From an optimization exercise on the open Yosys and OpenROAD flow, aimed at small area and a short achievable clock period; shortcuts taken in it are not production practice.
RTL that was checked went through simulation tests only; none was proved equivalent to the original.
Power figures rest on the tool's default switching activity, not on a simulated workload.

==> run H <==
// FLP_multiplier_4
module FLP_multiplier_4(
    input [31:0] A,
    input [31:0] B,
    input rst,
    input clk,
    output [31:0] result
);
==> module FLP_multiplier_4, before the edit <==
module FLP_multiplier_4(
    input [31:0] A,
    input [31:0] B,
    input rst,
    input clk,
    output [31:0] result
);
    reg [22:0] a1, b1;
    reg s1;
    reg [7:0] e1;
    wire [7:0] e0 = A[30:23] + B[30:23] + 8'd129;    
    always @(posedge clk) begin
        a1 <= A[22:0];
        b1 <= B[22:0];
        e1 <= e0;
        s1 <= A[31] ^ B[31];
    end
    wire [25:0] a3_0 = {2'b01, A[22:0]} + {1'b1, A[22:0], 1'b0};
    reg [25:0] a3_1;
    always @(posedge clk) a3_1 <= a3_0;
    wire [39:0] dg0;
    booth8_enc enc(.b(B[22:0]), .dg(dg0));
    reg [39:0] dg1;
    always @(posedge clk) dg1 <= dg0;
    wire [71:0] z;
    wire zc;
    mul_s1 st1(.a(a1), .a3(a3_1), .dg(dg1), .z(z), .cout(zc));
    reg [71:0] z2;
    reg c2;
    reg [7:0] e2;
    reg sg2;
    always @(posedge clk) begin
        z2 <= z;
        c2 <= zc;
        e2 <= e1;
        sg2 <= s1;
    end
    wire hi;
    wire [22:0] m, ml, mh;
    mul_s2 st2(.z(z2), .cin(c2), .hi(hi), .ml(ml), .mh(mh), .m(m));
    wire [7:0] e2i = e2 + 8'd1;
    wire [7:0] e = hi ? e2i : e2;
    reg [31:0] r3;
    always @(posedge clk) r3 <= {sg2, e, m};
    assign result = r3;
endmodule
clock: 7.0 ns
lec_check: 0
cap_margin: 20
core_margin: 2
core_utilization: 40
cts_buf_list: sky130_fd_sc_hd__clkbuf_4 sky130_fd_sc_hd__clkbuf_8
setup_slack_margin: 3.5
slew_margin: 20
standard.sh (not shown) runs the stock make flow with config.mk's settings and CLKGATE_MAP_FILE= SYNTH_SCRIPT=/design/flow/synth_recipe.tcl, a recipe that flattens the netlist after the stock synthesis.
==> flow/flow/run.sh <==
#!/bin/bash
set -o pipefail
bash standard.sh ADDER_MAP_FILE= "BUFFER_PORTS_ARGS=-buffer_cell sky130_fd_sc_hd__buf_2" finish > flow_make.log 2>&1
==> run E: changes against run H <==
--- a/flow/design.v
+++ b/flow/design.v
@@ -1084,8 +1084,16 @@
     wire [22:0] m, ml, mh;
     mul_s2 st2(.z(z2), .cin(c2), .hi(hi), .ml(ml), .mh(mh), .m(m));
     wire [7:0] e2i = e2 + 8'd1;
-    wire [7:0] e = hi ? e2i : e2;
-    reg [31:0] r3;
-    always @(posedge clk) r3 <= {sg2, e, m};
-    assign result = r3;
+    reg [22:0] ml3, mh3;
+    reg [7:0] e3;
+    reg hi3, sg3;
+    always @(posedge clk) begin
+        ml3 <= ml;
+        mh3 <= mh;
+        e3 <= e2;
+        hi3 <= hi;
+        sg3 <= sg2;
+    end
+    wire [7:0] e3i = e3 + 8'd1;
+    assign result = {sg3, hi3 ? e3i : e3, hi3 ? mh3 : ml3};
 endmodule
==> flow/flow/run.sh (replaced) <==
#!/bin/bash
set -o pipefail
bash standard.sh ADDER_MAP_FILE= SYNTH_ARGS=-noabc "BUFFER_PORTS_ARGS=-buffer_cell sky130_fd_sc_hd__buf_2" finish > flow_make.log 2>&1
- SETUP_SLACK_MARGIN: 3.5 -> 3.75
==> flow_summary.json <==
{
  "cts_buffers": 41,
  "final_cell_mix": "500 x xnor2_1, 205 x dfxtp_1, 158 x a22o_1",
  "worst-path-stages": 12,
  "synth_seq_cells": 233,
  "grt_pass1_wl_um": 104600,
  "clock_cell_area_share_pct": 3.539,
  "worstPathRequired_ns": 7.48,
  "signal_buffers": 159,
  "status": "timing/DRC/antenna clean",
  "cellLeakagePower_nw": 8.701
}
Source of the figures above: run E

==> flow_summary.json <==
{
  "pre_cts_ws_ns": 3.130,
  "signal_buffers": 156,
  "grt_pass1_wl_um": 107800,
  "grtUsageMet2_pct": 40.71,
  "worstPathRequired_ns": 7.47,
  "worst-path-stages": 11,
  "final_cell_mix": "524 x xnor2_1, 177 x nand2_1, 172 x dfxtp_1",
  "area_delta_synth_final_pct": 9.492,
  "synth_seq_cells": 209,
  "status": "timing/DRC/antenna clean",
  "async_flop_share_pct": 0,
  "ir_worst_vdd_uv": 208.6,
  "clock_cell_area_share_pct": 3.798,
  "cts_buffers": 40,
  "arrival_ns": 3.88,
  "grt_util_all_layers_pct": 24.97,
  "pg_comb_w": 0.00875,
  "core_um2": 52340,
  "netlist_instances": 2654
}
Source of the figures above: run H

Function not checked in run E: the RTL went through the layout flow alone.


==> job 8962 <==
FLP_multiplier_4, a different RTL version from the one above (not shown whole).
==> flow/design.v (excerpt) <==
module FLP_multiplier_4(
    input [31:0] A,
    input [31:0] B,
    input rst,
    input clk,
    output [31:0] result
);
==> module FLP_multiplier_4, before the edit <==
module FLP_multiplier_4(
    input [31:0] A,
    input [31:0] B,
    input rst,
    input clk,
    output [31:0] result
);
    reg [22:0] a1, b1;
    reg s1;
    reg [7:0] ea1, eb1;
    always @(posedge clk) begin
        a1 <= A[22:0];
        b1 <= B[22:0];
        ea1 <= A[30:23];
        eb1 <= B[30:23];
        s1 <= A[31] ^ B[31];
    end
    wire [7:0] e1 = ea1 + eb1 + 8'd129;
    wire [25:0] a3_0 = {2'b01, A[22:0]} + {1'b1, A[22:0], 1'b0};
    reg [25:0] a3_1;
    always @(posedge clk) a3_1 <= a3_0;
    wire [39:0] dg0;
    booth8_enc enc(.b(B[22:0]), .dg(dg0));
    reg [39:0] dg1;
    always @(posedge clk) dg1 <= dg0;
    wire [71:0] z;
    wire zc;
    mul_s1 st1(.a(a1), .a3(a3_1), .dg(dg1), .z(z), .cout(zc));
    reg [71:0] z2;
    reg c2;
    reg [7:0] e2;
    reg sg2;
    always @(posedge clk) begin
        z2 <= z;
        c2 <= zc;
        e2 <= e1;
        sg2 <= s1;
    end
    wire hi;
    wire [22:0] m, ml, mh;
    mul_s2 st2(.z(z2), .cin(c2), .hi(hi), .ml(ml), .mh(mh), .m(m));
    wire [7:0] e2i = e2 + 8'd1;
    reg [22:0] ml3, mh3;
    reg [7:0] e3, e3i;
    reg hi3, sg3;
    always @(posedge clk) begin
        ml3 <= ml;
        mh3 <= mh;
        e3 <= e2;
        e3i <= e2i;
        hi3 <= hi;
        sg3 <= sg2;
    end
    assign result = {sg3, hi3 ? e3i : e3, hi3 ? mh3 : ml3};
endmodule
export LEC_CHECK = 0
export CAP_MARGIN = 20
export CORE_MARGIN = 2
export CORE_UTILIZATION = 40
export SETUP_SLACK_MARGIN = 3.5
export SLEW_MARGIN = 20
export SYNTH_HIERARCHICAL = 1
create_clock -name core_clock -period 7.0 [get_ports {clk}]
==> flow/flow/run.sh <==
#!/bin/bash
set -o pipefail
bash standard.sh ADDER_MAP_FILE= "BUFFER_PORTS_ARGS=-buffer_cell sky130_fd_sc_hd__buf_2" finish > flow_make.log 2>&1
==> job 4265 (differences from job 8962) <==
--- a/flow/design.v
+++ b/flow/design.v
@@ -1032,3 +1032,4 @@
     reg s1;
-    reg [7:0] ea1, eb1;
+    reg [7:0] e1;
+    wire [7:0] e0 = A[30:23] + B[30:23] + 8'd129;    
     always @(posedge clk) begin
@@ -1036,7 +1037,5 @@
         b1 <= B[22:0];
-        ea1 <= A[30:23];
-        eb1 <= B[30:23];
+        e1 <= e0;
         s1 <= A[31] ^ B[31];
     end
-    wire [7:0] e1 = ea1 + eb1 + 8'd129;
     wire [25:0] a3_0 = {2'b01, A[22:0]} + {1'b1, A[22:0], 1'b0};
@@ -1066,3 +1065,3 @@
     reg [22:0] ml3, mh3;
-    reg [7:0] e3, e3i;
+    reg [7:0] e3;
     reg hi3, sg3;
@@ -1072,3 +1071,2 @@
         e3 <= e2;
-        e3i <= e2i;
         hi3 <= hi;
@@ -1076,2 +1074,3 @@
     end
+    wire [7:0] e3i = e3 + 8'd1;
     assign result = {sg3, hi3 ? e3i : e3, hi3 ? mh3 : ml3};
--- a/flow/config.mk
+++ b/flow/config.mk
@@ -7,2 +7,3 @@
 export LEC_CHECK = 0
+export ABC_AREA = 1
 export CAP_MARGIN = 20
@@ -12,2 +13 @@
 export SLEW_MARGIN = 20
-export SYNTH_HIERARCHICAL = 1
==> qor summary <==
item	job 4265	job 8962
Cell area after placement	0.0241 sq mm	0.0241 sq mm
Worst R2R Start	dg1[17]	dg1[24]
Final net count	4050	2717
Warnings, synthesis	1	7
RR Endpoint	z2[30]	z2[39]
Final weighted congestion in routability-driven placement	1.03	0.924
Placed wire-length estimate	62600 um	51200 um
Multi-input gate share of the layout cell area	63.5%	67.7%
Post-cts sizing count	5	4
Number of sinks on the clock net	233	251
Met1 track demand over resource in global routing	33.9%	30.2%
Switching Share	52.1%	46.1%
Result of the run	finished clean	finished clean
Number of buffers created by CTS	27	29
Core area	0.0579 sq mm	0.0592 sq mm
Fraction of met3 tracks used by global routing	4.93%	6.08%
Flop-to-flop setup slack	3.62 ns	3.63 ns
Vias in the first global route	22750	19841
Net count after synthesis	4039	2875


==> harbor <==
Starting RTL as in the previous note.
// FLP_multiplier_4
module FLP_multiplier_4(
    input [31:0] A,
    input [31:0] B,
    input rst,
    input clk,
    output [31:0] result
);
==> flow/config.mk <==
export PLATFORM = sky130hd
export DESIGN_NAME = FLP_multiplier_4
export DESIGN_NICKNAME = FLP_multiplier_4
export VERILOG_FILES = /design/flow/design.v
export SDC_FILE = /design/flow/constraint.sdc
export NUM_CORES = 4
export LEC_CHECK = 0
export CAP_MARGIN = 20
export CORE_MARGIN = 2
export CORE_UTILIZATION = 60
export SETUP_SLACK_MARGIN = 3.5
export SLEW_MARGIN = 20
==> flow/constraint.sdc <==
create_clock -name core_clock -period 7.0 [get_ports {clk}]
set_input_delay 1.4000 -clock core_clock [delete_from_list [all_inputs] [get_ports {clk}]]
set_output_delay 1.4000 -clock core_clock [all_outputs]
set_load 0.01 [all_outputs]
Scripts as last shown in full above: flow/flow/run.sh
==> inputs of tundra, as changes to harbor <==
--- a/flow/design.v
+++ b/flow/design.v
@@ -1032,3 +1032,4 @@
     reg s1;
-    reg [7:0] ea1, eb1;
+    reg [7:0] e1;
+    wire [7:0] e0 = A[30:23] + B[30:23] + 8'd129;    
     always @(posedge clk) begin
@@ -1036,7 +1037,5 @@
         b1 <= B[22:0];
-        ea1 <= A[30:23];
-        eb1 <= B[30:23];
+        e1 <= e0;
         s1 <= A[31] ^ B[31];
     end
-    wire [7:0] e1 = ea1 + eb1 + 8'd129;
     wire [25:0] a3_0 = {2'b01, A[22:0]} + {1'b1, A[22:0], 1'b0};
@@ -1066,3 +1065,3 @@
     reg [22:0] ml3, mh3;
-    reg [7:0] e3, e3i;
+    reg [7:0] e3;
     reg hi3, sg3;
@@ -1072,3 +1071,2 @@
         e3 <= e2;
-        e3i <= e2i;
         hi3 <= hi;
@@ -1076,2 +1074,3 @@
     end
+    wire [7:0] e3i = e3 + 8'd1;
     assign result = {sg3, hi3 ? e3i : e3, hi3 ? mh3 : ml3};
==> flow/flow/run.sh (replaced) <==
#!/bin/bash
set -o pipefail
bash standard.sh SYNTH_ARGS=-noabc "BUFFER_PORTS_ARGS=-buffer_cell sky130_fd_sc_hd__buf_2" finish > flow_make.log 2>&1
CORE_UTILIZATION = 40   (was 60)
CTS_BUF_LIST = sky130_fd_sc_hd__clkbuf_4 sky130_fd_sc_hd__clkbuf_8   (was default)
==> notes.md <==
item	tundra	harbor
Simple-Gate Fraction of Synth Area	5.57%	10.2%
Die width	229 um	197 um
CTS-repair resized insts	84	1
Outcome	complete, no violations	complete, no violations
Portion of netlist area occupied by mux cells	1.48%	2.14%
Clock group share of total power	11.0%	11.6%
Via count of the routed design	16275	19848
Storage cell area	4730 um^2	5000 um^2
Met1 Resource Use GR	27.3%	40.7%
Gate Count Post-Synth	2102	2644
Placer congestion estimate	0.874	0.963
Count of inverters not on the clock network in the layout	210	50
Fill count	4786	3249
End point of the most critical hold path	sg2$_DFF_P_	sg3$_DFF_P_
Reg2Reg Setup Slack	3.40 ns	3.61 ns
Aggregate global-route resource usage	21.4%	33.3%
Crit-path max cell delay	0.63 ns	0.80 ns
Initial cell density of the core	40.5%	61.1%
Final cell utilization of the core	45.7%	64.5%
Cell with the most instances after synthesis	dfxtp_1	xnor2_1
Post-CTS setup-driven buffer insertion count	13	2
Multi-input gate area in the final layout	14500 um^2	16000 um^2
Sequential cell count	233	249
Met3 global-route usage	4.12%	6.85%

==> port drivers added, routing unchanged <==
No port has a modelled driver above. Below, the same layouts with a new extraction and two added sets of constraints. Step 1 assumes that a clkbuf_16 drives the clock port and a buf_2 every other input. Step 2 moves the port delays by t, midway between the first and last clock arrival at a register: inputs arrive t later, outputs are due t later. That takes back most of the time a late clock gives input paths. Slacks: ideal ports / drivers / drivers and shift; pairs: ideal ports / drivers.
run | t, ns | setup slack, ns | worst slew at a driven data input, ns
run H | 0.646 | 3.590 / 3.590 / 3.300 | 0.03
run E | 0.643 | 3.737 / 3.713 / 3.390 | 0.06
job 8962 | 0.621 | 3.628 / 3.628 / 3.249 | 0.06
job 4265 | 0.637 | 3.605 / 3.534 / 3.428 | 0.05
harbor | 0.603 | 3.607 / 3.607 / 3.118 | 0.03
tundra | 0.659 | 3.401 / 3.401 / 3.075 | 0.04
After both steps setup and hold are still met in every run listed. For harbor, which loses most, drivers alone change the setup slack by 0.000 ns; drivers and shift together by -0.489 ns.
